From an optimization exercise on the open Yosys and OpenROAD flow, aimed at small area and a short achievable clock period; shortcuts taken in it are not production practice.
The RTL was checked by simulation tests, not by an equivalence proof against the original design.

--- design/flow/standard.sh ---
#!/bin/bash
# synth_recipe.tcl (not shown) runs the flow's synth.tcl, then flattens the netlist and writes it again
# the make line also repeats each setting of config.mk as NAME=value (left out here)
make -C /OpenROAD-flow-scripts/flow DESIGN_CONFIG=/design/flow/config.mk WORK_HOME=/design/flow/orfs CLKGATE_MAP_FILE= SYNTH_SCRIPT=/design/flow/synth_recipe.tcl "${@:-finish}"
--- design/flow/flow/run.sh ---
#!/bin/bash
set -e
cp standard.sh standard.sh.log
export SETUP_SLACK_MARGIN=${FLOW_SETUP_MARGIN:-12}
export BUFFER_PORTS_ARGS="-buffer_cell sky130_fd_sc_hd__buf_2"
# after global routing: the reset input of spike_out's gate is fed straight from
# the reset port's buffer (flow/post_grt.tcl)
export POST_GLOBAL_ROUTE_TCL=$(pwd)/flow/post_grt.tcl
bash standard.sh synth > synth.log 2>&1
R=orfs/results/sky130hd/izhneuron_verilog/base
cp $R/1_2_yosys.v yosys_netlist_before_polar.v.log
python3 flow/polar.py $R/1_2_yosys.v $R/1_2_yosys.polar.v > polar.log 2>&1
mv $R/1_2_yosys.polar.v $R/1_2_yosys.v
rm -f $R/1_synth.odb
bash standard.sh > standard.log 2>&1
--- design/flow/config.mk ---
export PLATFORM = sky130hd
export DESIGN_NAME = izhneuron_verilog
export DESIGN_NICKNAME = izhneuron_verilog
export VERILOG_FILES = /design/flow/design.v
export SDC_FILE = /design/flow/constraint.sdc
export NUM_CORES = 4
export LEC_CHECK = 0
export CAP_MARGIN = 20
export CORE_MARGIN = 2
export CORE_UTILIZATION = 40
export SLEW_MARGIN = 20
--- design/flow/constraint.sdc ---
create_clock -name core_clock -period 21.0 [get_ports {clk}]
set_input_delay 4.2000 -clock core_clock [delete_from_list [all_inputs] [get_ports {clk}]]
set_output_delay 4.2000 -clock core_clock [all_outputs]
set_load 0.01 [all_outputs]
--- design/flow/flow/post_grt.tcl ---
# Feed the reset input of the gate that drives spike_out straight from the reset
# port's input buffer, ahead of the buffers that spread the reset to the
# registers: spike_out is cleared by the reset in the same cycle, so that input
# is on the design's shortest input-to-output path.
proc my_driver_inst { net } {
  foreach it [$net getITerms] {
    if { [$it isOutputSignal] } { return [$it getInst] }
  }
  return ""
}
proc my_is_buf { inst } {
  set m [[$inst getMaster] getName]
  return [regexp {^sky130_fd_sc_hd__(buf|clkbuf)_\d+$} $m]
}
set block [ord::get_db_block]
set rstnet [$block findNet rst]
set ibuf ""
foreach it [$rstnet getITerms] {
  if { [$it isInputSignal] } { set ibuf [$it getInst] }
}
set sonet [$block findNet spike_out]
set obuf [my_driver_inst $sonet]
if { $ibuf ne "" && $obuf ne "" && [my_is_buf $ibuf] && [my_is_buf $obuf] } {
  set ibuf_net [[$ibuf findITerm X] getNet]
  set gate [my_driver_inst [[$obuf findITerm A] getNet]]
  foreach it [$gate getITerms] {
    if { ![$it isInputSignal] } { continue }
    set n [$it getNet]
    if { $n eq "NULL" || $n eq "" } { continue }
    if { [$n getName] eq [$ibuf_net getName] } { continue }
    # follow non-inverting buffers back towards the reset input buffer
    set cur $n
    set hops 0
    while { $hops < 8 } {
      set d [my_driver_inst $cur]
      if { $d eq "" || ![my_is_buf $d] } { break }
      set cur [[$d findITerm A] getNet]
      incr hops
      if { [$cur getName] eq [$ibuf_net getName] } { break }
    }
    if { $hops > 0 && [$cur getName] eq [$ibuf_net getName] } {
      puts "post_grt: [$gate getName]/[[$it getMTerm] getName] moved from [$n getName] to [$ibuf_net getName]"
      global_route -start_incremental
      $it disconnect
      $it connect $ibuf_net
      global_route -end_incremental
      write_guides $::env(RESULTS_DIR)/route.guide
    }
  }
}
--- design/flow/design.v ---
module izhneuron_verilog(clk, rst, en, WE, Addr, AER_BUS, Weight, spike_out);
input wire clk;
input wire rst;
input wire en;
input wire WE;
input wire [3:0] Addr;
input wire [3:0] AER_BUS;
input wire [10:0] Weight;
output wire spike_out;
reg [10:0] mem0, mem1, mem2, mem3;
reg [3:0] valid;                  
reg [10:0] wout, acc, I;
reg [13:0] N, t;              
wire sel0 = valid[0] & (AER_BUS == 4'd0);
wire sel1 = valid[1] & (AER_BUS == 4'd1);
wire sel2 = valid[2] & (AER_BUS == 4'd2);
wire sel3 = valid[3] & (AER_BUS == 4'd3);
wire [10:0] rdg = ({11{sel0}} & mem0) | ({11{sel1}} & mem1) | ({11{sel2}} & mem2) | ({11{sel3}} & mem3);
wire sm0 = acc[0] ^ wout[0];
wire sc0 = acc[0] & wout[0];
wire sm1 = acc[1] ^ wout[1] ^ sc0;
wire sc1 = (acc[1] & wout[1]) | (acc[1] & sc0) | (wout[1] & sc0);
wire sm2 = acc[2] ^ wout[2] ^ sc1;
wire sc2 = (acc[2] & wout[2]) | (acc[2] & sc1) | (wout[2] & sc1);
wire sm3 = acc[3] ^ wout[3] ^ sc2;
wire sc3 = (acc[3] & wout[3]) | (acc[3] & sc2) | (wout[3] & sc2);
wire sm4 = acc[4] ^ wout[4] ^ sc3;
wire sc4 = (acc[4] & wout[4]) | (acc[4] & sc3) | (wout[4] & sc3);
wire sm5 = acc[5] ^ wout[5] ^ sc4;
wire sc5 = (acc[5] & wout[5]) | (acc[5] & sc4) | (wout[5] & sc4);
wire sm6 = acc[6] ^ wout[6] ^ sc5;
wire sc6 = (acc[6] & wout[6]) | (acc[6] & sc5) | (wout[6] & sc5);
wire sm7 = acc[7] ^ wout[7] ^ sc6;
wire sc7 = (acc[7] & wout[7]) | (acc[7] & sc6) | (wout[7] & sc6);
wire sm8 = acc[8] ^ wout[8] ^ sc7;
wire sc8 = (acc[8] & wout[8]) | (acc[8] & sc7) | (wout[8] & sc7);
wire sm9 = acc[9] ^ wout[9] ^ sc8;
wire sc9 = (acc[9] & wout[9]) | (acc[9] & sc8) | (wout[9] & sc8);
wire sm10 = acc[10] ^ wout[10] ^ sc9;
wire sc10 = (acc[10] & wout[10]) | (acc[10] & sc9) | (wout[10] & sc9);
wire [10:0] sum = {sm10, sm9, sm8, sm7, sm6, sm5, sm4, sm3, sm2, sm1, sm0};
wire [10:0] I_next = en ? sum : I;
wire [10:0] In = {~I[10], I[9:0]};                              
wire [10:0] Inn = {~I_next[10], I_next[9:0]};
wire g1 = N[0] & t[2];
wire p2 = N[0] | t[2];
wire g3 = N[1] & t[3];
wire p4 = N[1] | t[3];
wire g5 = N[2] & t[4];
wire p6 = N[2] | t[4];
wire g7 = N[3] & t[5];
wire p8 = N[3] | t[5];
wire g9 = N[4] & t[6];
wire p10 = N[4] | t[6];
wire g11 = N[5] & t[7];
wire p12 = N[5] | t[7];
wire G13 = g3 | (p4 & g1);
wire P14 = p4 & p2;
wire G15 = g7 | (p8 & g5);
wire P16 = p8 & p6;
wire G17 = g11 | (p12 & g9);
wire P18 = p12 & p10;
wire G19 = g5 | (p6 & G13);
wire P20 = p6 & P14;
wire G21 = G15 | (P16 & G13);
wire P22 = P16 & P14;
wire G23 = g9 | (p10 & G21);
wire P24 = p10 & P22;
wire G25 = G17 | (P18 & G21);
wire P26 = P18 & P22;
wire cdv6 = G25;
wire dvs0 = t[8] ^ N[6] ^ cdv6;
wire dvc0 = (t[8] & N[6]) | (t[8] & cdv6) | (N[6] & cdv6);
wire dvs1 = t[9] ^ N[7] ^ dvc0;
wire dvc1 = (t[9] & N[7]) | (t[9] & dvc0) | (N[7] & dvc0);
wire dvs2 = t[10] ^ N[8] ^ dvc1;
wire dvc2 = (t[10] & N[8]) | (t[10] & dvc1) | (N[8] & dvc1);
wire dvs3 = t[11] ^ N[9] ^ dvc2;
wire dvc3 = (t[11] & N[9]) | (t[11] & dvc2) | (N[9] & dvc2);
wire dvs4 = t[12] ^ N[10] ^ dvc3;
wire dvc4 = (t[12] & N[10]) | (t[12] & dvc3) | (N[10] & dvc3);
wire dvs5 = t[13] ^ N[11] ^ dvc4;
wire dvc5 = (t[13] & N[11]) | (t[13] & dvc4) | (N[11] & dvc4);
wire dvs6 = t[13] ^ N[12] ^ dvc5;
wire dvc6 = (t[13] & N[12]) | (t[13] & dvc5) | (N[12] & dvc5);
wire dvs7 = t[13] ^ N[13] ^ dvc6;
wire [7:0] d = {dvs7, dvs6, dvs5, dvs4, dvs3, dvs2, dvs1, dvs0};
wire nas0 = N[0] ^ ~d[0] ^ 1'b1;
wire nac0 = (N[0] & ~d[0]) | (N[0] & 1'b1) | (~d[0] & 1'b1);
wire nas1 = N[1] ^ ~d[1] ^ nac0;
wire nac1 = (N[1] & ~d[1]) | (N[1] & nac0) | (~d[1] & nac0);
wire nas2 = N[2] ^ ~d[2] ^ nac1;
wire nac2 = (N[2] & ~d[2]) | (N[2] & nac1) | (~d[2] & nac1);
wire nas3 = N[3] ^ ~d[3] ^ nac2;
wire nac3 = (N[3] & ~d[3]) | (N[3] & nac2) | (~d[3] & nac2);
wire nas4 = N[4] ^ ~d[4] ^ nac3;
wire nac4 = (N[4] & ~d[4]) | (N[4] & nac3) | (~d[4] & nac3);
wire nas5 = N[5] ^ ~d[5] ^ nac4;
wire nac5 = (N[5] & ~d[5]) | (N[5] & nac4) | (~d[5] & nac4);
wire nas6 = N[6] ^ ~d[6] ^ nac5;
wire nac6 = (N[6] & ~d[6]) | (N[6] & nac5) | (~d[6] & nac5);
wire nas7 = N[7] ^ ~d[7] ^ nac6;
wire nac7 = (N[7] & ~d[7]) | (N[7] & nac6) | (~d[7] & nac6);
wire nas8 = N[8] ^ ~d[7] ^ nac7;
wire nac8 = (N[8] & ~d[7]) | (N[8] & nac7) | (~d[7] & nac7);
wire nas9 = N[9] ^ ~d[7] ^ nac8;
wire nac9 = (N[9] & ~d[7]) | (N[9] & nac8) | (~d[7] & nac8);
wire nas10 = N[10] ^ ~d[7] ^ nac9;
wire nac10 = (N[10] & ~d[7]) | (N[10] & nac9) | (~d[7] & nac9);
wire nas11 = N[11] ^ ~d[7] ^ nac10;
wire nac11 = (N[11] & ~d[7]) | (N[11] & nac10) | (~d[7] & nac10);
wire nas12 = N[12] ^ ~d[7] ^ nac11;
wire nac12 = (N[12] & ~d[7]) | (N[12] & nac11) | (~d[7] & nac11);
wire nas13 = N[13] ^ ~d[7] ^ nac12;
wire [13:0] N0a = {nas13, nas12, nas11, nas10, nas9, nas8, nas7, nas6, nas5, nas4, nas3, nas2, nas1, nas0};
wire p0_1 = t[0] & t[1];
wire p0_2 = t[0] & t[2];
wire p0_3 = t[0] & t[3];
wire p0_4 = t[0] & t[4];
wire p0_5 = t[0] & t[5];
wire p0_6 = t[0] & t[6];
wire p0_7 = t[0] & t[7];
wire p0_8 = t[0] & t[8];
wire p0_9 = t[0] & t[9];
wire p0_10 = t[0] & t[10];
wire p1_2 = t[1] & t[2];
wire p1_3 = t[1] & t[3];
wire p1_4 = t[1] & t[4];
wire p1_5 = t[1] & t[5];
wire p1_6 = t[1] & t[6];
wire p1_7 = t[1] & t[7];
wire p1_8 = t[1] & t[8];
wire p1_9 = t[1] & t[9];
wire p1_10 = t[1] & t[10];
wire p2_3 = t[2] & t[3];
wire p2_4 = t[2] & t[4];
wire p2_5 = t[2] & t[5];
wire p2_6 = t[2] & t[6];
wire p2_7 = t[2] & t[7];
wire p2_8 = t[2] & t[8];
wire p2_9 = t[2] & t[9];
wire p2_10 = t[2] & t[10];
wire p3_4 = t[3] & t[4];
wire p3_5 = t[3] & t[5];
wire p3_6 = t[3] & t[6];
wire p3_7 = t[3] & t[7];
wire p3_8 = t[3] & t[8];
wire p3_9 = t[3] & t[9];
wire p3_10 = t[3] & t[10];
wire p4_5 = t[4] & t[5];
wire p4_6 = t[4] & t[6];
wire p4_7 = t[4] & t[7];
wire p4_8 = t[4] & t[8];
wire p4_9 = t[4] & t[9];
wire p4_10 = t[4] & t[10];
wire p5_6 = t[5] & t[6];
wire p5_7 = t[5] & t[7];
wire p5_8 = t[5] & t[8];
wire p5_9 = t[5] & t[9];
wire p5_10 = t[5] & t[10];
wire p6_7 = t[6] & t[7];
wire p6_8 = t[6] & t[8];
wire p6_9 = t[6] & t[9];
wire p6_10 = t[6] & t[10];
wire p7_8 = t[7] & t[8];
wire p7_9 = t[7] & t[9];
wire p7_10 = t[7] & t[10];
wire p8_9 = t[8] & t[9];
wire p8_10 = t[8] & t[10];
wire p9_10 = t[9] & t[10];
wire n0 = ~(t[11] & t[0]);
wire n1 = ~(t[11] & t[1]);
wire n2 = ~(t[11] & t[2]);
wire n3 = ~(t[11] & t[3]);
wire n4 = ~(t[11] & t[4]);
wire n5 = ~(t[11] & t[5]);
wire n6 = ~(t[11] & t[6]);
wire n7 = ~(t[11] & t[7]);
wire n8 = ~(t[11] & t[8]);
wire n9 = ~(t[11] & t[9]);
wire s27 = t[2] ^ p0_3 ^ p1_2;
wire k28 = (t[2] & p0_3) | (t[2] & p1_2) | (p0_3 & p1_2);
wire s29 = t[3] ^ p0_5 ^ p1_4;
wire k30 = (t[3] & p0_5) | (t[3] & p1_4) | (p0_5 & p1_4);
wire s31 = p0_6 ^ p1_5 ^ p2_4;
wire k32 = (p0_6 & p1_5) | (p0_6 & p2_4) | (p1_5 & p2_4);
wire s33 = 1'b1 ^ In[0] ^ N[0];
wire k34 = (1'b1 & In[0]) | (1'b1 & N[0]) | (In[0] & N[0]);
wire s35 = t[4] ^ p0_7 ^ p1_6;
wire k36 = (t[4] & p0_7) | (t[4] & p1_6) | (p0_7 & p1_6);
wire s37 = 1'b1 ^ In[1] ^ N[1];
wire k38 = (1'b1 & In[1]) | (1'b1 & N[1]) | (In[1] & N[1]);
wire s39 = p0_8 ^ p1_7 ^ p2_6;
wire k40 = (p0_8 & p1_7) | (p0_8 & p2_6) | (p1_7 & p2_6);
wire s41 = In[2] ^ N[2] ^ t[5];
wire k42 = (In[2] & N[2]) | (In[2] & t[5]) | (N[2] & t[5]);
wire s43 = p0_9 ^ p1_8 ^ p2_7;
wire k44 = (p0_9 & p1_8) | (p0_9 & p2_7) | (p1_8 & p2_7);
wire s45 = 1'b1 ^ In[3] ^ N[3];
wire k46 = (1'b1 & In[3]) | (1'b1 & N[3]) | (In[3] & N[3]);
wire s47 = p0_10 ^ p1_9 ^ p2_8;
wire k48 = (p0_10 & p1_9) | (p0_10 & p2_8) | (p1_9 & p2_8);
wire s49 = 1'b1 ^ In[4] ^ N[4];
wire k50 = (1'b1 & In[4]) | (1'b1 & N[4]) | (In[4] & N[4]);
wire s51 = t[6] ^ n0 ^ p1_10;
wire k52 = (t[6] & n0) | (t[6] & p1_10) | (n0 & p1_10);
wire s53 = p2_9 ^ p3_8 ^ p4_7;
wire k54 = (p2_9 & p3_8) | (p2_9 & p4_7) | (p3_8 & p4_7);
wire s55 = In[5] ^ N[5] ^ n1;
wire k56 = (In[5] & N[5]) | (In[5] & n1) | (N[5] & n1);
wire s57 = p2_10 ^ p3_9 ^ p4_8;
wire k58 = (p2_10 & p3_9) | (p2_10 & p4_8) | (p3_9 & p4_8);
wire s59 = In[6] ^ N[6] ^ t[7];
wire k60 = (In[6] & N[6]) | (In[6] & t[7]) | (N[6] & t[7]);
wire s61 = n2 ^ p3_10 ^ p4_9;
wire k62 = (n2 & p3_10) | (n2 & p4_9) | (p3_10 & p4_9);
wire s63 = In[7] ^ N[7] ^ n3;
wire k64 = (In[7] & N[7]) | (In[7] & n3) | (N[7] & n3);
wire s65 = p4_10 ^ p5_9 ^ p6_8;
wire k66 = (p4_10 & p5_9) | (p4_10 & p6_8) | (p5_9 & p6_8);
wire s67 = In[8] ^ N[8] ^ t[8];
wire k68 = (In[8] & N[8]) | (In[8] & t[8]) | (N[8] & t[8]);
wire s69 = n4 ^ p5_10 ^ p6_9;
wire k70 = (n4 & p5_10) | (n4 & p6_9) | (p5_10 & p6_9);
wire s71 = In[9] ^ N[9] ^ n5;
wire k72 = (In[9] & N[9]) | (In[9] & n5) | (N[9] & n5);
wire s73 = In[10] ^ N[10] ^ t[9];
wire k74 = (In[10] & N[10]) | (In[10] & t[9]) | (N[10] & t[9]);
wire s75 = n6 ^ p7_10 ^ p8_9;
wire k76 = (n6 & p7_10) | (n6 & p8_9) | (p7_10 & p8_9);
wire s77 = 1'b1 ^ N[11] ^ n7;
wire k78 = (1'b1 & N[11]) | (1'b1 & n7) | (N[11] & n7);
wire s79 = 1'b1 ^ N[12] ^ t[10];
wire k80 = (1'b1 & N[12]) | (1'b1 & t[10]) | (N[12] & t[10]);
wire s81 = 1'b1 ^ N[13] ^ n9;
wire k82 = (1'b1 & N[13]) | (1'b1 & n9) | (N[13] & n9);
wire s83 = p0_4 ^ p1_3 ^ k28;
wire k84 = (p0_4 & p1_3) | (p0_4 & k28) | (p1_3 & k28);
wire s85 = p2_5 ^ p3_4 ^ s33;
wire k86 = (p2_5 & p3_4) | (p2_5 & s33) | (p3_4 & s33);
wire s87 = p3_5 ^ k34 ^ s37;
wire k88 = (p3_5 & k34) | (p3_5 & s37) | (k34 & s37);
wire s89 = p3_6 ^ p4_5 ^ k38;
wire k90 = (p3_6 & p4_5) | (p3_6 & k38) | (p4_5 & k38);
wire s91 = s41 ^ k40 ^ s43;
wire k92 = (s41 & k40) | (s41 & s43) | (k40 & s43);
wire s93 = p3_7 ^ p4_6 ^ k42;
wire k94 = (p3_7 & p4_6) | (p3_7 & k42) | (p4_6 & k42);
wire s95 = s45 ^ k44 ^ s47;
wire k96 = (s45 & k44) | (s45 & s47) | (k44 & s47);
wire s97 = p5_6 ^ k46 ^ s49;
wire k98 = (p5_6 & k46) | (p5_6 & s49) | (k46 & s49);
wire s99 = k48 ^ s51 ^ s53;
wire k100 = (k48 & s51) | (k48 & s53) | (s51 & s53);
wire s101 = p5_7 ^ k50 ^ k52;
wire k102 = (p5_7 & k50) | (p5_7 & k52) | (k50 & k52);
wire s103 = k54 ^ s55 ^ s57;
wire k104 = (k54 & s55) | (k54 & s57) | (s55 & s57);
wire s105 = p5_8 ^ p6_7 ^ s59;
wire k106 = (p5_8 & p6_7) | (p5_8 & s59) | (p6_7 & s59);
wire s107 = k56 ^ k58 ^ s61;
wire k108 = (k56 & k58) | (k56 & s61) | (k58 & s61);
wire s109 = k60 ^ k62 ^ s63;
wire k110 = (k60 & k62) | (k60 & s63) | (k62 & s63);
wire s111 = p7_8 ^ s67 ^ k64;
wire k112 = (p7_8 & s67) | (p7_8 & k64) | (s67 & k64);
wire s113 = p6_10 ^ p7_9 ^ k68;
wire k114 = (p6_10 & p7_9) | (p6_10 & k68) | (p7_9 & k68);
wire s115 = s73 ^ k72 ^ s75;
wire k116 = (s73 & k72) | (s73 & s75) | (k72 & s75);
wire s117 = p8_10 ^ k74 ^ k76;
wire k118 = (p8_10 & k74) | (p8_10 & k76) | (k74 & k76);
wire s119 = n8 ^ p9_10 ^ s79;
wire k120 = (n8 & p9_10) | (n8 & s79) | (p9_10 & s79);
wire s121 = p2_3 ^ s29 ^ k84;
wire k122 = (p2_3 & s29) | (p2_3 & k84) | (s29 & k84);
wire s123 = k32 ^ s35 ^ s85;
wire k124 = (k32 & s35) | (k32 & s85) | (s35 & s85);
wire s125 = k36 ^ s39 ^ k86;
wire k126 = (k36 & s39) | (k36 & k86) | (s39 & k86);
wire s127 = k88 ^ s89 ^ s91;
wire k128 = (k88 & s89) | (k88 & s91) | (s89 & s91);
wire s129 = k90 ^ s93 ^ k92;
wire k130 = (k90 & s93) | (k90 & k92) | (s93 & k92);
wire s131 = k94 ^ s97 ^ k96;
wire k132 = (k94 & s97) | (k94 & k96) | (s97 & k96);
wire s133 = k98 ^ k100 ^ s101;
wire k134 = (k98 & k100) | (k98 & s101) | (k100 & s101);
wire s135 = s105 ^ k102 ^ k104;
wire k136 = (s105 & k102) | (s105 & k104) | (k102 & k104);
wire s137 = s65 ^ k106 ^ k108;
wire k138 = (s65 & k106) | (s65 & k108) | (k106 & k108);
wire s139 = k66 ^ s69 ^ k110;
wire k140 = (k66 & s69) | (k66 & k110) | (s69 & k110);
wire s141 = k70 ^ s71 ^ s113;
wire k142 = (k70 & s71) | (k70 & s113) | (s71 & s113);
wire s143 = s77 ^ k116 ^ s117;
wire k144 = (s77 & k116) | (s77 & s117) | (k116 & s117);
wire s145 = k78 ^ s119 ^ k118;
wire k146 = (k78 & s119) | (k78 & k118) | (s119 & k118);
wire s147 = k80 ^ s81 ^ k120;
wire k148 = (k80 & s81) | (k80 & k120) | (s81 & k120);
wire s149 = k30 ^ s31;
wire k150 = k30 & s31;
wire s151 = s87 ^ k124;
wire k152 = s87 & k124;
wire s153 = k126 ^ s127;
wire k154 = k126 & s127;
wire s155 = s95 ^ k128 ^ s129;
wire k156 = (s95 & k128) | (s95 & s129) | (k128 & s129);
wire s157 = s99 ^ k130 ^ s131;
wire k158 = (s99 & k130) | (s99 & s131) | (k130 & s131);
wire s159 = s103 ^ k132 ^ s133;
wire k160 = (s103 & k132) | (s103 & s133) | (k132 & s133);
wire s161 = s107 ^ k134 ^ s135;
wire k162 = (s107 & k134) | (s107 & s135) | (k134 & s135);
wire s163 = s109 ^ k136 ^ s137;
wire k164 = (s109 & k136) | (s109 & s137) | (k136 & s137);
wire s165 = s111 ^ k138 ^ s139;
wire k166 = (s111 & k138) | (s111 & s139) | (k138 & s139);
wire s167 = k112 ^ s141 ^ k140;
wire k168 = (k112 & s141) | (k112 & k140) | (s141 & k140);
wire s169 = k114 ^ s115 ^ k142;
wire k170 = (k114 & s115) | (k114 & k142) | (s115 & k142);
wire g171 = t[0] & 1'b0;
wire p172 = t[0] | 1'b0;
wire g173 = 1'b0 & 1'b0;
wire p174 = 1'b0 | 1'b0;
wire g175 = t[1] & p0_1;
wire p176 = t[1] | p0_1;
wire g177 = p0_2 & 1'b0;
wire p178 = p0_2 | 1'b0;
wire g179 = s27 & 1'b0;
wire p180 = s27 | 1'b0;
wire g181 = s83 & 1'b0;
wire p182 = s83 | 1'b0;
wire g183 = s121 & 1'b0;
wire p184 = s121 | 1'b0;
wire g185 = s149 & k122;
wire p186 = s149 | k122;
wire G187 = g173 | (p174 & g171);
wire P188 = p174 & p172;
wire G189 = g177 | (p178 & g175);
wire P190 = p178 & p176;
wire G191 = g181 | (p182 & g179);
wire P192 = p182 & p180;
wire G193 = g185 | (p186 & g183);
wire P194 = p186 & p184;
wire G195 = g175 | (p176 & G187);
wire P196 = p176 & P188;
wire G197 = G189 | (P190 & G187);
wire P198 = P190 & P188;
wire G199 = g183 | (p184 & G191);
wire P200 = p184 & P192;
wire G201 = G193 | (P194 & G191);
wire P202 = P194 & P192;
wire G203 = g179 | (p180 & G197);
wire P204 = p180 & P198;
wire G205 = G191 | (P192 & G197);
wire P206 = P192 & P198;
wire G207 = G199 | (P200 & G197);
wire P208 = P200 & P198;
wire G209 = G201 | (P202 & G197);
wire P210 = P202 & P198;
wire lc8 = G209;
wire s211 = k150 ^ s123;
wire k212 = k150 & s123;
wire s213 = s125 ^ s151;
wire k214 = s125 & s151;
wire s215 = k152 ^ s153;
wire k216 = k152 & s153;
wire s217 = k154 ^ s155;
wire k218 = k154 & s155;
wire s219 = k156 ^ s157;
wire k220 = k156 & s157;
wire s221 = k158 ^ s159;
wire k222 = k158 & s159;
wire s223 = k160 ^ s161;
wire k224 = k160 & s161;
wire s225 = k162 ^ s163;
wire k226 = k162 & s163;
wire s227 = k164 ^ s165;
wire k228 = k164 & s165;
wire s229 = k166 ^ s167;
wire k230 = k166 & s167;
wire s231 = s169 ^ k168;
wire k232 = s169 & k168;
wire s233 = s143 ^ k170;
wire k234 = s143 & k170;
wire s235 = k144 ^ s145;
wire k236 = k144 & s145;
wire s237 = s147 ^ k146;
wire k238 = s147 & k146;
wire g239 = s211 & lc8;
wire x241 = s211 ^ lc8;
wire g242 = k212 & s213;
wire x244 = k212 ^ s213;
wire g245 = k214 & s215;
wire x247 = k214 ^ s215;
wire g248 = k216 & s217;
wire x250 = k216 ^ s217;
wire g251 = k218 & s219;
wire x253 = k218 ^ s219;
wire g254 = k220 & s221;
wire x256 = k220 ^ s221;
wire g257 = k222 & s223;
wire x259 = k222 ^ s223;
wire g260 = k224 & s225;
wire x262 = k224 ^ s225;
wire g263 = k226 & s227;
wire x265 = k226 ^ s227;
wire g266 = s229 & k228;
wire x268 = s229 ^ k228;
wire g269 = s231 & k230;
wire x271 = s231 ^ k230;
wire g272 = s233 & k232;
wire x274 = s233 ^ k232;
wire g275 = s235 & k234;
wire x277 = s235 ^ k234;
wire g278 = s237 & k236;
wire x280 = s237 ^ k236;
wire o281 = s211 | lc8;
wire o282 = k212 | s213;
wire o283 = k214 | s215;
wire o284 = k216 | s217;
wire o285 = k218 | s219;
wire o286 = k220 | s221;
wire o287 = k222 | s223;
wire o288 = k224 | s225;
wire o289 = k226 | s227;
wire o290 = s229 | k228;
wire o291 = s231 | k230;
wire o292 = s233 | k232;
wire o293 = s235 | k234;
wire G294 = g242 | (o282 & g239);
wire P295 = o282 & o281;
wire G296 = g248 | (o284 & g245);
wire P297 = o284 & o283;
wire G298 = g254 | (o286 & g251);
wire P299 = o286 & o285;
wire G300 = g260 | (o288 & g257);
wire P301 = o288 & o287;
wire G302 = g266 | (o290 & g263);
wire P303 = o290 & o289;
wire G304 = g272 | (o292 & g269);
wire P305 = o292 & o291;
wire G306 = g245 | (o283 & G294);
wire P307 = o283 & P295;
wire G308 = G296 | (P297 & G294);
wire P309 = P297 & P295;
wire G310 = g257 | (o287 & G298);
wire P311 = o287 & P299;
wire G312 = G300 | (P301 & G298);
wire P313 = P301 & P299;
wire G314 = g269 | (o291 & G302);
wire P315 = o291 & P303;
wire G316 = G304 | (P305 & G302);
wire P317 = P305 & P303;
wire G318 = g251 | (o285 & G308);
wire P319 = o285 & P309;
wire G320 = G298 | (P299 & G308);
wire P321 = P299 & P309;
wire G322 = G310 | (P311 & G308);
wire P323 = P311 & P309;
wire G324 = G312 | (P313 & G308);
wire P325 = P313 & P309;
wire G326 = g275 | (o293 & G316);
wire P327 = o293 & P317;
wire G328 = g263 | (o289 & G324);
wire P329 = o289 & P325;
wire G330 = G302 | (P303 & G324);
wire P331 = P303 & P325;
wire G332 = G314 | (P315 & G324);
wire P333 = P315 & P325;
wire G334 = G316 | (P317 & G324);
wire P335 = P317 & P325;
wire G336 = G326 | (P327 & G324);
wire P337 = P327 & P325;
wire wsn = x280 ^ G336;
wire s338 = 1'b1 ^ ~In[0] ^ k150;
wire k339 = (1'b1 & ~In[0]) | (1'b1 & k150) | (~In[0] & k150);
wire s340 = 1'b1 ^ ~In[1] ^ s125;
wire k341 = (1'b1 & ~In[1]) | (1'b1 & s125) | (~In[1] & s125);
wire s342 = 1'b1 ^ ~In[2] ^ k152;
wire k343 = (1'b1 & ~In[2]) | (1'b1 & k152) | (~In[2] & k152);
wire s344 = 1'b1 ^ ~In[3] ^ k154;
wire k345 = (1'b1 & ~In[3]) | (1'b1 & k154) | (~In[3] & k154);
wire s346 = 1'b1 ^ ~In[4] ^ k156;
wire k347 = (1'b1 & ~In[4]) | (1'b1 & k156) | (~In[4] & k156);
wire s348 = ~In[5] ^ k158 ^ s159;
wire k349 = (~In[5] & k158) | (~In[5] & s159) | (k158 & s159);
wire s350 = 1'b1 ^ ~In[6] ^ k160;
wire k351 = (1'b1 & ~In[6]) | (1'b1 & k160) | (~In[6] & k160);
wire s352 = ~In[7] ^ k162 ^ s163;
wire k353 = (~In[7] & k162) | (~In[7] & s163) | (k162 & s163);
wire s354 = 1'b1 ^ ~In[8] ^ k164;
wire k355 = (1'b1 & ~In[8]) | (1'b1 & k164) | (~In[8] & k164);
wire s356 = 1'b1 ^ ~In[9] ^ k166;
wire k357 = (1'b1 & ~In[9]) | (1'b1 & k166) | (~In[9] & k166);
wire s358 = ~In[10] ^ s169 ^ k168;
wire k359 = (~In[10] & s169) | (~In[10] & k168) | (s169 & k168);
wire s360 = 1'b1 ^ s143 ^ k170;
wire k361 = (1'b1 & s143) | (1'b1 & k170) | (s143 & k170);
wire s362 = 1'b1 ^ k144 ^ s145;
wire k363 = (1'b1 & k144) | (1'b1 & s145) | (k144 & s145);
wire s364 = 1'b1 ^ s147 ^ k146;
wire k365 = (1'b1 & s147) | (1'b1 & k146) | (s147 & k146);
wire s366 = s123 ^ s338;
wire k367 = s123 & s338;
wire s368 = k339 ^ s151 ^ s340;
wire k369 = (k339 & s151) | (k339 & s340) | (s151 & s340);
wire s370 = k341 ^ s153 ^ s342;
wire k371 = (k341 & s153) | (k341 & s342) | (s153 & s342);
wire s372 = s155 ^ k343 ^ s344;
wire k373 = (s155 & k343) | (s155 & s344) | (k343 & s344);
wire s374 = s157 ^ k345 ^ s346;
wire k375 = (s157 & k345) | (s157 & s346) | (k345 & s346);
wire s376 = k347 ^ s348;
wire k377 = k347 & s348;
wire s378 = s161 ^ s350 ^ k349;
wire k379 = (s161 & s350) | (s161 & k349) | (s350 & k349);
wire s380 = k351 ^ s352;
wire k381 = k351 & s352;
wire s382 = s165 ^ s354 ^ k353;
wire k383 = (s165 & s354) | (s165 & k353) | (s354 & k353);
wire s384 = s167 ^ k355 ^ s356;
wire k385 = (s167 & k355) | (s167 & s356) | (k355 & s356);
wire s386 = k357 ^ s358;
wire k387 = k357 & s358;
wire s388 = s360 ^ k359;
wire k389 = s360 & k359;
wire s390 = s362 ^ k361;
wire k391 = s362 & k361;
wire s392 = s364 ^ k363;
wire k393 = s364 & k363;
wire s394 = s366 ^ lc8 ^ ~d[0];
wire k395 = (s366 & lc8) | (s366 & ~d[0]) | (lc8 & ~d[0]);
wire s396 = k367 ^ s368 ^ ~d[1];
wire k397 = (k367 & s368) | (k367 & ~d[1]) | (s368 & ~d[1]);
wire s398 = k369 ^ s370 ^ ~d[2];
wire k399 = (k369 & s370) | (k369 & ~d[2]) | (s370 & ~d[2]);
wire s400 = k371 ^ s372 ^ ~d[3];
wire k401 = (k371 & s372) | (k371 & ~d[3]) | (s372 & ~d[3]);
wire s402 = k373 ^ s374 ^ ~d[4];
wire k403 = (k373 & s374) | (k373 & ~d[4]) | (s374 & ~d[4]);
wire s404 = s376 ^ k375 ^ ~d[5];
wire k405 = (s376 & k375) | (s376 & ~d[5]) | (k375 & ~d[5]);
wire s406 = k377 ^ s378 ^ ~d[6];
wire k407 = (k377 & s378) | (k377 & ~d[6]) | (s378 & ~d[6]);
wire s408 = s380 ^ k379 ^ d[7];
wire k409 = (s380 & k379) | (s380 & d[7]) | (k379 & d[7]);
wire s410 = k381 ^ s382 ^ Inn[8];
wire k411 = (k381 & s382) | (k381 & Inn[8]) | (s382 & Inn[8]);
wire s412 = k383 ^ s384 ^ Inn[9];
wire k413 = (k383 & s384) | (k383 & Inn[9]) | (s384 & Inn[9]);
wire s414 = s386 ^ k385 ^ Inn[10];
wire k415 = (s386 & k385) | (s386 & Inn[10]) | (k385 & Inn[10]);
wire s416 = Inn[1] ^ k395 ^ s396;
wire k417 = (Inn[1] & k395) | (Inn[1] & s396) | (k395 & s396);
wire s418 = Inn[2] ^ k397 ^ s398;
wire k419 = (Inn[2] & k397) | (Inn[2] & s398) | (k397 & s398);
wire s420 = Inn[3] ^ k399 ^ s400;
wire k421 = (Inn[3] & k399) | (Inn[3] & s400) | (k399 & s400);
wire s422 = Inn[4] ^ k401 ^ s402;
wire k423 = (Inn[4] & k401) | (Inn[4] & s402) | (k401 & s402);
wire s424 = Inn[5] ^ k403 ^ s404;
wire k425 = (Inn[5] & k403) | (Inn[5] & s404) | (k403 & s404);
wire s426 = Inn[6] ^ k405 ^ s406;
wire k427 = (Inn[6] & k405) | (Inn[6] & s406) | (k405 & s406);
wire s428 = Inn[7] ^ k407 ^ s408;
wire k429 = (Inn[7] & k407) | (Inn[7] & s408) | (k407 & s408);
wire s430 = s388 ^ k387 ^ k415;
wire k431 = (s388 & k387) | (s388 & k415) | (k387 & k415);
wire s432 = ~spk ^ k421;
wire k433 = ~spk & k421;
wire s434 = k423 ^ s424;
wire k435 = k423 & s424;
wire s436 = ~spk ^ k425 ^ s426;
wire k437 = (~spk & k425) | (~spk & s426) | (k425 & s426);
wire s438 = k427 ^ s428;
wire k439 = k427 & s428;
wire s440 = k409 ^ s410 ^ k429;
wire k441 = (k409 & s410) | (k409 & k429) | (s410 & k429);
wire s442 = k411 ^ s412;
wire k443 = k411 & s412;
wire s444 = k413 ^ s414;
wire k445 = k413 & s414;
wire s446 = s390 ^ k389;
wire k447 = s390 & k389;
wire s448 = s392 ^ k391;
wire k449 = s392 & k391;
wire g450 = Inn[0] & s394;
wire x452 = Inn[0] ^ s394;
wire g453 = s416 & 1'b0;
wire x455 = s416 ^ 1'b0;
wire g456 = k417 & s418;
wire x458 = k417 ^ s418;
wire g459 = k419 & s420;
wire x461 = k419 ^ s420;
wire g462 = s422 & s432;
wire x464 = s422 ^ s432;
wire g465 = k433 & s434;
wire x467 = k433 ^ s434;
wire g468 = k435 & s436;
wire x470 = k435 ^ s436;
wire g471 = s438 & k437;
wire x473 = s438 ^ k437;
wire g474 = k439 & s440;
wire x476 = k439 ^ s440;
wire g477 = s442 & k441;
wire x479 = s442 ^ k441;
wire g480 = k443 & s444;
wire x482 = k443 ^ s444;
wire g483 = k445 & s430;
wire x485 = k445 ^ s430;
wire g486 = s446 & k431;
wire x488 = s446 ^ k431;
wire g489 = s448 & k447;
wire x491 = s448 ^ k447;
wire G492 = g453 | (x455 & g450);
wire P493 = x455 & x452;
wire G494 = g459 | (x461 & g456);
wire P495 = x461 & x458;
wire G496 = g465 | (x467 & g462);
wire P497 = x467 & x464;
wire G498 = g471 | (x473 & g468);
wire P499 = x473 & x470;
wire G500 = g477 | (x479 & g474);
wire P501 = x479 & x476;
wire G502 = g483 | (x485 & g480);
wire P503 = x485 & x482;
wire G504 = g489 | (x491 & g486);
wire P505 = x491 & x488;
wire G506 = g456 | (x458 & G492);
wire P507 = x458 & P493;
wire G508 = G494 | (P495 & G492);
wire P509 = P495 & P493;
wire G510 = g468 | (x470 & G496);
wire P511 = x470 & P497;
wire G512 = G498 | (P499 & G496);
wire P513 = P499 & P497;
wire G514 = g480 | (x482 & G500);
wire P515 = x482 & P501;
wire G516 = G502 | (P503 & G500);
wire P517 = P503 & P501;
wire G518 = g462 | (x464 & G508);
wire P519 = x464 & P509;
wire G520 = G496 | (P497 & G508);
wire P521 = P497 & P509;
wire G522 = G510 | (P511 & G508);
wire P523 = P511 & P509;
wire G524 = G512 | (P513 & G508);
wire P525 = P513 & P509;
wire G526 = g486 | (x488 & G516);
wire P527 = x488 & P517;
wire G528 = G504 | (P505 & G516);
wire P529 = P505 & P517;
wire G530 = g474 | (x476 & G524);
wire P531 = x476 & P525;
wire G532 = G500 | (P501 & G524);
wire P533 = P501 & P525;
wire G534 = G514 | (P515 & G524);
wire P535 = P515 & P525;
wire G536 = G516 | (P517 & G524);
wire P537 = P517 & P525;
wire G538 = G526 | (P527 & G524);
wire P539 = P527 & P525;
wire G540 = G528 | (P529 & G524);
wire P541 = P529 & P525;
wire [13:0] y;
assign y[0] = x452 ^ 1'b0;
assign y[1] = x455 ^ g450;
assign y[2] = x458 ^ G492;
assign y[3] = x461 ^ G506;
assign y[4] = x464 ^ G508;
assign y[5] = x467 ^ G518;
assign y[6] = x470 ^ G520;
assign y[7] = x473 ^ G522;
assign y[8] = x476 ^ G524;
assign y[9] = x479 ^ G530;
assign y[10] = x482 ^ G532;
assign y[11] = x485 ^ G534;
assign y[12] = x488 ^ G536;
assign y[13] = x491 ^ G538;
wire nnd4 = N0a[4] ^ spk;
wire nnb4 = ~N0a[4] & spk;
wire nnd5 = N0a[5] ^ nnb4;
wire nnb5 = ~N0a[5] & nnb4;
wire nnd6 = N0a[6] ^ spk ^ nnb5;
wire nnb6 = (~N0a[6] & spk) | (~N0a[6] & nnb5) | (spk & nnb5);
wire nnd7 = N0a[7] ^ nnb6;
wire nnb7 = ~N0a[7] & nnb6;
wire nnd8 = N0a[8] ^ nnb7;
wire nnb8 = ~N0a[8] & nnb7;
wire nnd9 = N0a[9] ^ nnb8;
wire nnb9 = ~N0a[9] & nnb8;
wire nnd10 = N0a[10] ^ nnb9;
wire nnb10 = ~N0a[10] & nnb9;
wire nnd11 = N0a[11] ^ nnb10;
wire nnb11 = ~N0a[11] & nnb10;
wire nnd12 = N0a[12] ^ nnb11;
wire nnb12 = ~N0a[12] & nnb11;
wire nnd13 = N0a[13] ^ nnb12;
wire nnb13 = ~N0a[13] & nnb12;
wire [13:0] N_next = {nnd13, nnd12, nnd11, nnd10, nnd9, nnd8, nnd7, nnd6, nnd5, nnd4, N0a[3:0]};
wire signed [13:0] ts = t;
wire f = ts < -14'sd1285;               
wire spk = f | ~wsn;
assign spike_out = ~rst & spk;
wire g = ~y[13] & (y[12:0] > 13'd1068);
wire [13:0] t_next = (f | g) ? 14'd118 : y;
always @(posedge clk) begin
	if (WE && Addr[3:2] == 2'b00) begin
		case (Addr[1:0])
			2'd0: mem0 <= Weight;
			2'd1: mem1 <= Weight;
			2'd2: mem2 <= Weight;
			default: mem3 <= Weight;
		endcase
	end
	if (rst) begin
		valid <= 4'b0000;
		wout <= 11'd0; acc <= 11'd0; I <= 11'd0;
		N <= 14'd16112; t <= 14'd118;
	end else begin
		if (WE && Addr[3:2] == 2'b00) valid[Addr[1:0]] <= 1'b1;
		if (!WE) wout <= rdg;
		acc <= en ? 11'd0 : sum;
		I <= I_next;
		N <= N_next;
		t <= t_next;
	end
end
endmodule
--- design/flow/flow/polar.py ---
#!/usr/bin/env python3
"""Re-polarise full adders in a mapped sky130hd netlist to remove inverters.

A full adder is self-dual: FA(~a, ~b, ~c) = (~sum, ~cout). Flipping an adder
complements what its inputs must carry and what its outputs carry, so the
inverters around it can move or vanish. Likewise a gate with a complementary
cell (and2/nand2, or2/nor2, xor2/xnor2, ...) can be swapped for it with its
output's polarity flipped. A simulated-annealing search picks the flips that
leave the least inverter and gate area. The netlist's function is unchanged.
usage: polar.py in.v out.v
"""
import re
import sys
import random
from collections import defaultdict

src = open(sys.argv[1]).read()
cell_re = re.compile(r'^(\s*)(sky130_fd_sc_hd__\w+)\s+(\\\S+\s|\S+)\s*\((.*?)\);\n', re.S | re.M)
pin_re = re.compile(r'\.(\w+)\(\s*([^()]*?)\s*\)')
OUTPINS = {'X', 'Y', 'SUM', 'COUT', 'Q', 'Q_N', 'HI', 'LO'}

cells = []
for m in cell_re.finditer(src):
    pins = [(p, n) for p, n in pin_re.findall(m.group(4))]
    cells.append({'span': m.span(), 'ind': m.group(1), 'type': m.group(2), 'name': m.group(3), 'pins': pins})

outports = set()
for m in re.finditer(r'^\s*output\s+(\[[^\]]*\]\s*)?([^;]+);', src, re.M):
    rng, names = m.group(1), m.group(2)
    for nm in names.split(','):
        nm = nm.strip()
        if rng:
            hi, lo = map(int, re.findall(r'-?\d+', rng))
            for i in range(min(hi, lo), max(hi, lo) + 1):
                outports.add(f"{nm}[{i}]")
        else:
            outports.add(nm)

def is_inv(c):
    return re.match(r'sky130_fd_sc_hd__(inv|clkinv)_\d+$', c['type']) is not None

def is_fa(c):
    return re.match(r'sky130_fd_sc_hd__fa_\d+$', c['type']) is not None

# inverters that can be dissolved: input and output both internal nets
inv_of = {}   # output net -> input net
dissolve = set()
for i, c in enumerate(cells):
    if is_inv(c):
        d = dict(c['pins'])
        if d['Y'] not in outports:
            inv_of[d['Y']] = d['A']
            dissolve.add(i)

def root(net):
    p = 0
    while net in inv_of:
        net = inv_of[net]
        p ^= 1
    return net, p

COMP = {}
for a, b in [('and2', 'nand2'), ('or2', 'nor2'), ('and3', 'nand3'), ('or3', 'nor3'),
             ('and4', 'nand4'), ('or4', 'nor4'), ('xor2', 'xnor2')]:
    for d in ('0', '1', '2', '4'):
        COMP[f'sky130_fd_sc_hd__{a}_{d}'] = f'sky130_fd_sc_hd__{b}_{d}'
        COMP[f'sky130_fd_sc_hd__{b}_{d}'] = f'sky130_fd_sc_hd__{a}_{d}'
libsrc = open('/OpenROAD-flow-scripts/flow/platforms/sky130hd/lib/sky130_fd_sc_hd__tt_025C_1v80.lib').read() if len(sys.argv) < 4 else open(sys.argv[3]).read()
AREA = {m.group(1): float(m.group(2)) for m in re.finditer(r'cell \("(sky130_fd_sc_hd__\w+)"\)\s*\{.*?\barea\s*:\s*([\d.]+)', libsrc, re.S)}
OUTMAP = {}   # pin names of the complementary cell
for k in list(COMP):
    if k not in AREA or COMP[k] not in AREA:
        del COMP[k]

def is_gate_flip(c):
    return c['type'] in COMP and all(p in ('A', 'B', 'C', 'D', 'X', 'Y') for p, _ in c['pins'])

driver_fa = {}  # net -> flippable cell index
for i, c in enumerate(cells):
    if is_fa(c):
        for p, n in c['pins']:
            if p in ('SUM', 'COUT'):
                driver_fa[n] = i
    elif is_gate_flip(c):
        for p, n in c['pins']:
            if p in ('X', 'Y'):
                driver_fa[n] = i

# consumers: (cell index, pin, root, parity wanted in original terms)
cons = []
for i, c in enumerate(cells):
    if i in dissolve:
        continue
    for p, n in c['pins']:
        if p in OUTPINS:
            continue
        r, par = root(n)
        cons.append((i, p, r, par))
# output ports driven through dissolved inverters need the driving literal too:
# none, since inverters on output ports are kept.

fas = [i for i, c in enumerate(cells) if is_fa(c)]
gates = [i for i, c in enumerate(cells) if is_gate_flip(c)]
flip = {i: 0 for i in fas + gates}
fa_set = set(fas)

def phys(r):
    i = driver_fa.get(r)
    return flip[i] if i is not None else 0

def need(con):
    i, p, r, par = con
    want = par ^ (flip[i] if i in fa_set else 0)
    return r, want ^ phys(r)    # 1: consumer needs the complement of the physical net

INV = AREA['sky130_fd_sc_hd__inv_1']

def garea(i):
    c = cells[i]
    return AREA[COMP[c['type']]] if flip[i] else AREA[c['type']]

def cost():
    s = set()
    for con in cons:
        r, w = need(con)
        if w:
            s.add(r)
    return INV * len(s) + sum(garea(i) for i in gates)

by_root = defaultdict(list)
for k, con in enumerate(cons):
    by_root[con[2]].append(k)
fa_roots = defaultdict(set)
for k, con in enumerate(cons):
    if con[0] in flip:
        fa_roots[con[0]].add(con[2])
for i in fas + gates:
    for p, n in cells[i]['pins']:
        if p in ('SUM', 'COUT', 'X', 'Y'):
            fa_roots[i].add(n)

def local(rs, i):
    t = 0
    for r in rs:
        if any(need(cons[k])[1] for k in by_root[r]):
            t += INV
    if i in flip and i not in fa_set:
        t += garea(i)
    return t

best = cost()
start = best
random.seed(1)
import math
order = fas + gates
cur = best
best_flip = dict(flip)
T0, T1, steps = 4.0, 0.05, 60000
for step in range(steps):
    T = T0 * (T1 / T0) ** (step / steps)
    i = order[random.randrange(len(order))]
    rs = fa_roots[i]
    before = local(rs, i)
    flip[i] ^= 1
    after = local(rs, i)
    dlt = after - before
    if dlt <= 0 or random.random() < math.exp(-dlt / T):
        cur += dlt
        if cur < best - 1e-9:
            best = cur
            best_flip = dict(flip)
    else:
        flip[i] ^= 1
flip.update(best_flip)
# greedy polish
while True:
    improved = False
    for i in order:
        rs = fa_roots[i]
        before = local(rs, i)
        flip[i] ^= 1
        if local(rs, i) < before - 1e-9:
            improved = True
        else:
            flip[i] ^= 1
    if not improved:
        break
final = cost()

# rewrite
inv_net = {}
new_cells = []
k = 0
def esc(n):
    return n + " " if n.startswith("\\") else n


def inverted(r):
    global k
    if r not in inv_net:
        k += 1
        inv_net[r] = f"_pol{k}_"
        new_cells.append(f"  sky130_fd_sc_hd__inv_1 _polinv{k}_ (\n    .A({esc(r)}),\n    .Y(_pol{k}_)\n  );\n")
    return inv_net[r]

newpins = defaultdict(dict)
for con in cons:
    i, p, r, par = con
    rr, w = need(con)
    newpins[i][p] = inverted(rr) if w else rr

out = []
pos = 0
for i, c in enumerate(cells):
    a, b = c['span']
    out.append(src[pos:a])
    pos = b
    if i in dissolve:
        continue
    ctype = COMP[c['type']] if (i in flip and i not in fa_set and flip[i]) else c['type']
    pins = []
    outpin = None
    if ctype != c['type']:
        outpin = 'Y' if re.search(r'__(nand|nor|xnor)', ctype) else 'X'
    for p, n in c['pins']:
        if outpin and p in ('X', 'Y'):
            p2 = outpin
        else:
            p2 = p
        pins.append((p2, newpins[i].get(p, n)))
    body = ",\n".join(f"    .{p}({esc(n)})" for p, n in pins)
    out.append(f"{c['ind']}{ctype} {c['name']}{'' if c['name'].endswith(' ') else ' '}(\n{body}\n  );\n")
tail = src[pos:]
ei = tail.rindex('endmodule')
out.append(tail[:ei])
out.extend(new_cells)
out.append(tail[ei:])
res = "".join(out)
# declare the new nets after the module header's last wire declaration
decl = "".join(f"  wire _pol{j}_;\n" for j in range(1, k + 1))
m = list(re.finditer(r'^\s*wire [^;]*;\n', res, re.M))
p = m[-1].end()
res = res[:p] + decl + res[p:]
open(sys.argv[2], 'w').write(res)
sys.stderr.write(f"polar: {len(fas)} adders, {len(gates)} gates, {sum(flip.values())} flipped, "
                 f"{len(dissolve)} inverters removed, {k} added (cost {start:.1f} -> {final:.1f})\n")
==> results of run 1 <==
## through the flow
step,instance area [µm²],util (%),instances,setup slack (ps)
detailed placement,8850,42.4,1035,11730
finish,9300,44.5,1057,12150
floorplan,8440,-,759,12200
CTS,9230,44.2,1054,12000
global placement,8850,42.4,1035,11710
## sequential cells by signal, indices dropped and copies added (netlist names)
| name | flops |
|---|---|
| mem1 | 11 |
| N | 14 |
| wout | 11 |
| I | 11 |
| acc | 11 |
| mem0 | 11 |
| valid | 4 |
| mem3 | 11 |
| mem2 | 11 |
| t | 14 |
## cell usage in the layout (no fill, tap or decap), drive strengths merged, types with 2 or more instances in the layout
cell        n
and3        2
xnor2      12
a21boi      3
a22oi      24
mux2i       6
a21oi      44
nor4bb      3
fa        123
o211ai      3
clkinvlp    2
a221oi      3
nor2b      10
clkbuf     10
o22ai       7
buf        32
or2         5
and4bb      2
o21ai      16
bufbuf      2
nand3       2
xor2       10
or4         2
nor2       48
edfxtp     44
nor4        2
a31oi       5
nor3        5
and2       28
clkinv      2
nand2      52
nand2b      9
dfxtp      65
a21o        7
inv       101
ha         68
and4b       3
## worst paths after layout
path | slack [ps] | end | depth (start not counted) | from
max | 12150 | spike_out | 3 | rst
min | 480 | valid[0]$_SDFFE_PP0P_ | 2 | valid[0]$_SDFFE_PP0P_
max reg2reg | 12980 | N[13]$_SDFF_PP1_ | 25 | t[3]$_SDFF_PP0_
min reg2reg | 480 | valid[0]$_SDFFE_PP0P_ | 2 | valid[0]$_SDFFE_PP0P_
## worst max-delay path, delay by kind of cell
family	cells	cell delay, ps
buffers and inverters	2	250
and+or+nand+nor	1	200
## routing by layer
metal | global-route usage [%] | vias to the layer above | wire length [µm]
li1 | - | 2566 | -
met1 | 25.0 | 2692 | 8670
met2 | 30.1 | 52 | 9070
met3 | 2.72 | 19 | 378
met4 | 5.38 | 0 | 339
met5 | 0 | - | 0
## cell type report
type                            instances  share of cell area (%)
Clock buffer                           10                    2.46
Clock inverter                          6                   0.471
Multi-Input combinational cell        524                    57.9
Timing Repair Buffer                   34                    2.87
Tap cell                              275                    3.70
Inverter                               99                    4.04
Sequential cell                       109                    28.5
==> run summary, run 1 <==
- The delay of the slowest cell on the worst path is 200 ps.
- After detailed routing, the total wire length is 18500 µm.
- The path class of the tightest hold or removal check is flop to flop.
- Synthesis produced a netlist with a net count of 973.
- The number of antenna violations at the first check in global routing is 0.
- Once the clock tree was built, the resizer swapped 13 gates to a different size.
- The area taken by flip-flops and latches is 2650 µm².
- The first TritonRoute pass finished after 4 iterations.
- The area of the multi-input gates is 5390 µm².
- Using the TritonRoute via totals, the vias-per-cell ratio works out to 5.04.
- After clock tree synthesis, the clock-pin slew on the worst setup and hold paths is 70 ps.
- The number of core rows is 53.
- The layout has 1972 filler cells.
- The detailed router placed 5329 vias in this run.
- The iteration-0 DRC count of the detailed router is 359.
- The gate count of the mapped netlist is 759.
- The tree is rooted in a sky130_fd_sc_hd__clkbuf_16.
- The detailed placer's ending HPWL is 14400 µm.
- CTS saw 109 sinks.
- The maximum operating frequency is 113 MHz.
- The area growth from synthesis to layout is 10.1%.
- The final setup violation count is 0.
- The worst max-slew margin expressed relative to the limit is 44.3%.
- The number of top-level design ports is 24.
- The maximum net fanout on the critical path is 4.
- The tool flagged a number of max-cap violations equal to 0.
- The mean instance size in the synthesized netlist is 11.1 µm².
- Dividing the detail-routed wire length by the instance count gives 17.5 µm.
- The hold violation total from the final report is 0.
- The flow ran to the end and the layout has no timing, DRC or antenna violations.
- The path type of the worst setup path is input pin to output port.
- In this run the vertical extent of the chip is 149 µm.
- The kind of launch point of the worst setup path is an input pin.
- The final weighted congestion in routability-driven placement is 0.828.
- The initial core utilization is 40.4%.
- For this run, the number of Yosys warnings is 1.
- After floorplanning, the core was sized to cover 20900 µm².
- The worst path in the final design needs a cycle of 8850 ps, including I/O delays and setup.
- The post-cts hold buffer count is 0.
- The number of global-route vias before repair came to 5730.
- Across every metal layer, demand over resource in global routing totals 18.2%.
- Walking the worst path, the cells encountered are buf_6 > and3b_1 > buf_2.
- The post-route worst hold slack is 477 ps.
- The floorplan step set the die width to 149 µm.
- The fraction of layout instances using a drive strength above 1 is 10.2%.
- The capturing element type of the critical path is an output port.
- Buffers inserted during clock tree synthesis total 9.
- The combined area of all synthesized cells is 8440 µm².
- For this design, the slowest cell found on the critical path is sky130_fd_sc_hd__and3b_1.
- The number of antenna diodes is 0.
- In this run the tool buffered the top-level ports with 23 buffer cells.
- At the pin with the least slew margin, the transition time is 832 ps.
- The final layout contains 991 nets.
- The final max-slew violation count is 0.
- The sum of negative setup slack is 0 ps.
- In the routed design, unresolved DRC markers number 0.
- The longest clock path from root to sink contains 2 buffers.
- The post-CTS setup buffer count is 1.
- The first global-routing pass estimated 30600 µm of wire.
- The die footprint is 22300 µm².
- The largest net degree at the start of global routing is 26.
- The TritonCTS clock tree is done.
- The setup skew after layout is 12.0 ps.
- For the worst-skew pair, the clock arrives at the later sink with an insertion delay of 360 ps.
- The remaining antenna violation count is 0.
- The final cycle utilization of the critical path is 42.1%.
- Global routing finished with a remaining overflow of 0.
- The number of levels in the clock H-tree is 3.
- Data on the critical path is required at its endpoint by 16800 ps.
- Data on the critical path arrives at its endpoint at 4650 ps.
==> run 2: changes to the inputs <==
--- a/design/flow/flow/run.sh
+++ b/design/flow/flow/run.sh
@@ -1,3 +1,8 @@
 #!/bin/bash
+# Standard ORFS layout of the standard synthesis, with these changes in how it is made:
+#  - after synthesis, flow/polar.py re-polarises full adders (FA(~a,~b,~c) =
+#    ~FA(a,b,c)) to drop inverters; the registers and the function are unchanged;
+#  - the gate driving spike_out takes the reset from the reset port's buffer
+#    directly, not through the reset's fan-out buffers (flow/post_grt.tcl);
 set -e
 cp standard.sh standard.sh.log
==> run summary, run 2 <==
- The fraction of layout instances using a drive strength above 1 is 10.2% (unchanged).
- The routed via count divided by cell count came to 5.04 (unchanged).
- The gate count of the mapped netlist was 759 (unchanged).
- The die height came to 149 µm (unchanged).
- The post-cts hold buffer count is 0 (unchanged).
- The hold violation total from the final report is 0 (unchanged).
- The largest net degree at the start of global routing was 26 (unchanged).
- The count of fill cells added during filler insertion came to 1972 (unchanged).
- The number of global-route vias before repair was 5730 (unchanged).
- The count of maximum capacitance violations is 0 (unchanged).
- The final layout net count is 991 (unchanged).
- The number of design rule violations left after detail routing is 0 (unchanged).
- STA classifies the critical path startpoint as an input pin.
- The standard cell core area is 20900 µm² (unchanged).
- The sum of negative setup slack is 0 ps (unchanged).
- The final max-slew violation count is 0 (unchanged).
- The initial core utilization is 40.4% (unchanged).
- Leaving out fill and tap cells, the most frequent cells in the layout are sky130_fd_sc_hd__fa_1, sky130_fd_sc_hd__inv_1, sky130_fd_sc_hd__ha_1, sky130_fd_sc_hd__dfxtp_1, sky130_fd_sc_hd__nand2_1.
- The number of sinks driven by the clock tree is 109 (unchanged).
- The worst max-slew margin expressed relative to the limit is 44.3% (unchanged).
- The die footprint is 22300 µm² (unchanged).
- The cell area reported after detailed placement was 8850 µm² (unchanged).
- The leftover overflow at the end of global routing is 0 (unchanged).
- The largest registers in the layout are N (14), t (14).
- The wire length per cell is 17.5 µm (unchanged).
- The run finished with no timing, DRC or antenna violations.
- The iteration-0 DRC count of the detailed router is 359 (unchanged).
- The final weighted congestion in routability-driven placement is 0.828 (unchanged).
- The delay of the slowest cell on the worst path is 200 ps (about the same).
- The most common cell after layout, fill and taps aside is sky130_fd_sc_hd__fa_1.
- The sum of buffers and inverters on the critical path was 2 (unchanged).
- The clock latency on the worst-skew pair was 360 ps (about the same).
- The capturing element type of the critical path is an output port.
- The number of antenna violations at the first check in global routing was 0 (unchanged).
- The final non-filler cell area was 9300 µm² (unchanged).
- The number of top-level design ports came to 24 (unchanged).
- The arrival time at the worst endpoint is 4650 ps (about the same).
- The total nets after synthesis came to 973 (unchanged).
- The total of cells resized after clock tree synthesis is 13 (unchanged).
- The worst-margin pin slew came to 832 ps (unchanged).
- The area of the multi-input gates is 5390 µm² (unchanged).
- The path type of the worst setup path is input pin to output port.
- The area taken by flip-flops and latches was 2650 µm² (unchanged).
- The wire length after detailed routing is 18500 µm (unchanged).
- The count of buffers from port buffering is 23 (unchanged).
- The worst setup slack for register-to-register paths was 12980 ps (about the same).
- The total iterations of the first detailed-routing run is 4 (unchanged).
- The final non-filler cell total is 1057 (unchanged).
- The combined area of all synthesized cells is 8440 µm² (unchanged).
- The final setup violation count is 0 (unchanged).
- The TritonCTS buffer count is 9 (unchanged).
- The post-CTS setup buffer count is 1 (unchanged).
- The die width is 149 µm (unchanged).
- The clock edge transition at the registers on the reported setup and hold paths was 70 ps (about the same).
- The signal on the critical path passes through buf_6 > and3b_1 > buf_2.
- The required time at the endpoint of the critical path is 16800 ps (about the same).
- The mean instance size in the synthesized netlist is 11.1 µm² (unchanged).
- The setup skew after layout is 12.0 ps (unchanged).
- The number of cells after detailed placement was 1035 (unchanged).
- The number of warnings reported in the yosys synthesis log came to 1 (unchanged).
- The number of antenna diodes is 0 (unchanged).
- The maximum count of clock buffers along a single path is 2 (unchanged).
- Among all stages on the critical path, the largest delay is contributed by sky130_fd_sc_hd__and3b_1.
- The area growth from synthesis to layout is 10.1% (unchanged).
- The maximum operating frequency was 113 MHz (unchanged).
- The clock root buffer is sky130_fd_sc_hd__clkbuf_16.
- The maximum net fanout on the critical path is 4 (unchanged).
- The remaining antenna violation count came to 0 (unchanged).
- The final critical delay including setup and external delays came to 8850 ps (unchanged).
- The via total after detailed routing came to 5329 (unchanged).
- The final cycle utilization of the critical path is 42.1% (unchanged).
- The overall routing resource usage was 18.2% (unchanged).
- The number of core rows is 53 (unchanged).
- The TritonCTS clock tree is done.
- The number of levels in the clock H-tree was 3 (unchanged).
- The wire length of the first global-routing pass is 30600 µm (unchanged).
- The min-delay analysis places its worst path in the category flop to flop.
- The detailed placer's ending HPWL came to 14400 µm (unchanged).
- Grouping stages by cell kind, the critical path spends the most delay in buffers and inverters.
[run 2: worst paths after layout]
path	to	from	depth (start not counted)
worst max-delay path	spike_out	rst	3
worst min-delay path	valid[0]$_SDFFE_PP0P_	valid[0]$_SDFFE_PP0P_	2
worst max register to register	N[13]$_SDFF_PP1_	t[3]$_SDFF_PP0_	25
worst min register to register	valid[0]$_SDFFE_PP0P_	valid[0]$_SDFFE_PP0P_	2
[run 2: worst reg2reg max path: stages, from the launching register on]
cell and delay [ps]:
sky130_fd_sc_hd__dfxtp_4 470, sky130_fd_sc_hd__o211ai_1 140, sky130_fd_sc_hd__a22oi_1 190, sky130_fd_sc_hd__a221oi_1 90, sky130_fd_sc_hd__a221oi_1 270, sky130_fd_sc_hd__a21oi_1 80
sky130_fd_sc_hd__maj3_1 380, sky130_fd_sc_hd__fa_1 390, sky130_fd_sc_hd__fa_1 390, sky130_fd_sc_hd__fa_1 390, sky130_fd_sc_hd__fa_1 370, sky130_fd_sc_hd__inv_1 70
sky130_fd_sc_hd__fa_1 490, sky130_fd_sc_hd__fa_1 440, sky130_fd_sc_hd__fa_1 380, sky130_fd_sc_hd__fa_1 380, sky130_fd_sc_hd__fa_1 400, sky130_fd_sc_hd__fa_1 390
sky130_fd_sc_hd__fa_1 380, sky130_fd_sc_hd__fa_1 390, sky130_fd_sc_hd__fa_1 390, sky130_fd_sc_hd__fa_1 440, sky130_fd_sc_hd__ha_1 210, sky130_fd_sc_hd__xnor2_1 210
sky130_fd_sc_hd__xnor2_1 140, sky130_fd_sc_hd__nand2b_1 70
[run 2: metal layers]
metal  GRT usage (%)  share of wire, %  up-vias
met5               0                 0        -
met4            5.38               1.8        0
met3            2.72               2.0       19
met2            30.1                49       52
met1            25.0                47     2692
li1                -                 -     2566
[run 2: final cells by class]
| class | count | share of cell area [%] |
|---|---|---|
| flip-flops and latches | 109 | 28.5 |
| inverters | 99 | 4.04 |
| repair buffers | 34 | 2.87 |
| clock inverters | 6 | 0.471 |
| multi-input cells | 524 | 57.9 |
| clock buffers | 10 | 2.46 |
| well taps | 275 | 3.70 |
[run 2: stage by stage]
step	hold slack, ps	util, %	setup WS [ps]
floorplan	431	-	12200
finish	477	44.5	12150
global placement	445	42.4	11710
CTS	475	44.2	12000
detailed placement	460	42.4	11730

re-timing with driven ports:
Ports are ideal in the flow. The routed layouts listed here were re-timed in OpenROAD.
Step 1: set_driving_cell puts a clkbuf_16 on clk and a buf_2 on each other input, an assumption about the parent block.
Step 2 also shifts input and output timing later by t, the mid clock arrival at the registers, as if the neighbouring blocks saw the same clock.
Three values: ideal ports, drivers, drivers and shift; two values: the first two.
run	shift t [ns]	setup WS [ns]	hold slack, ns	latest minus earliest clock arrival (ns)
run 1	0.393	12.150 / 12.119 / 12.119	0.477 / 0.477 / 0.477	0.012 / 0.012
run 2	0.393	12.150 / 12.119 / 12.119	0.477 / 0.477 / 0.477	0.012 / 0.012
After both steps every run listed still meets setup and hold.
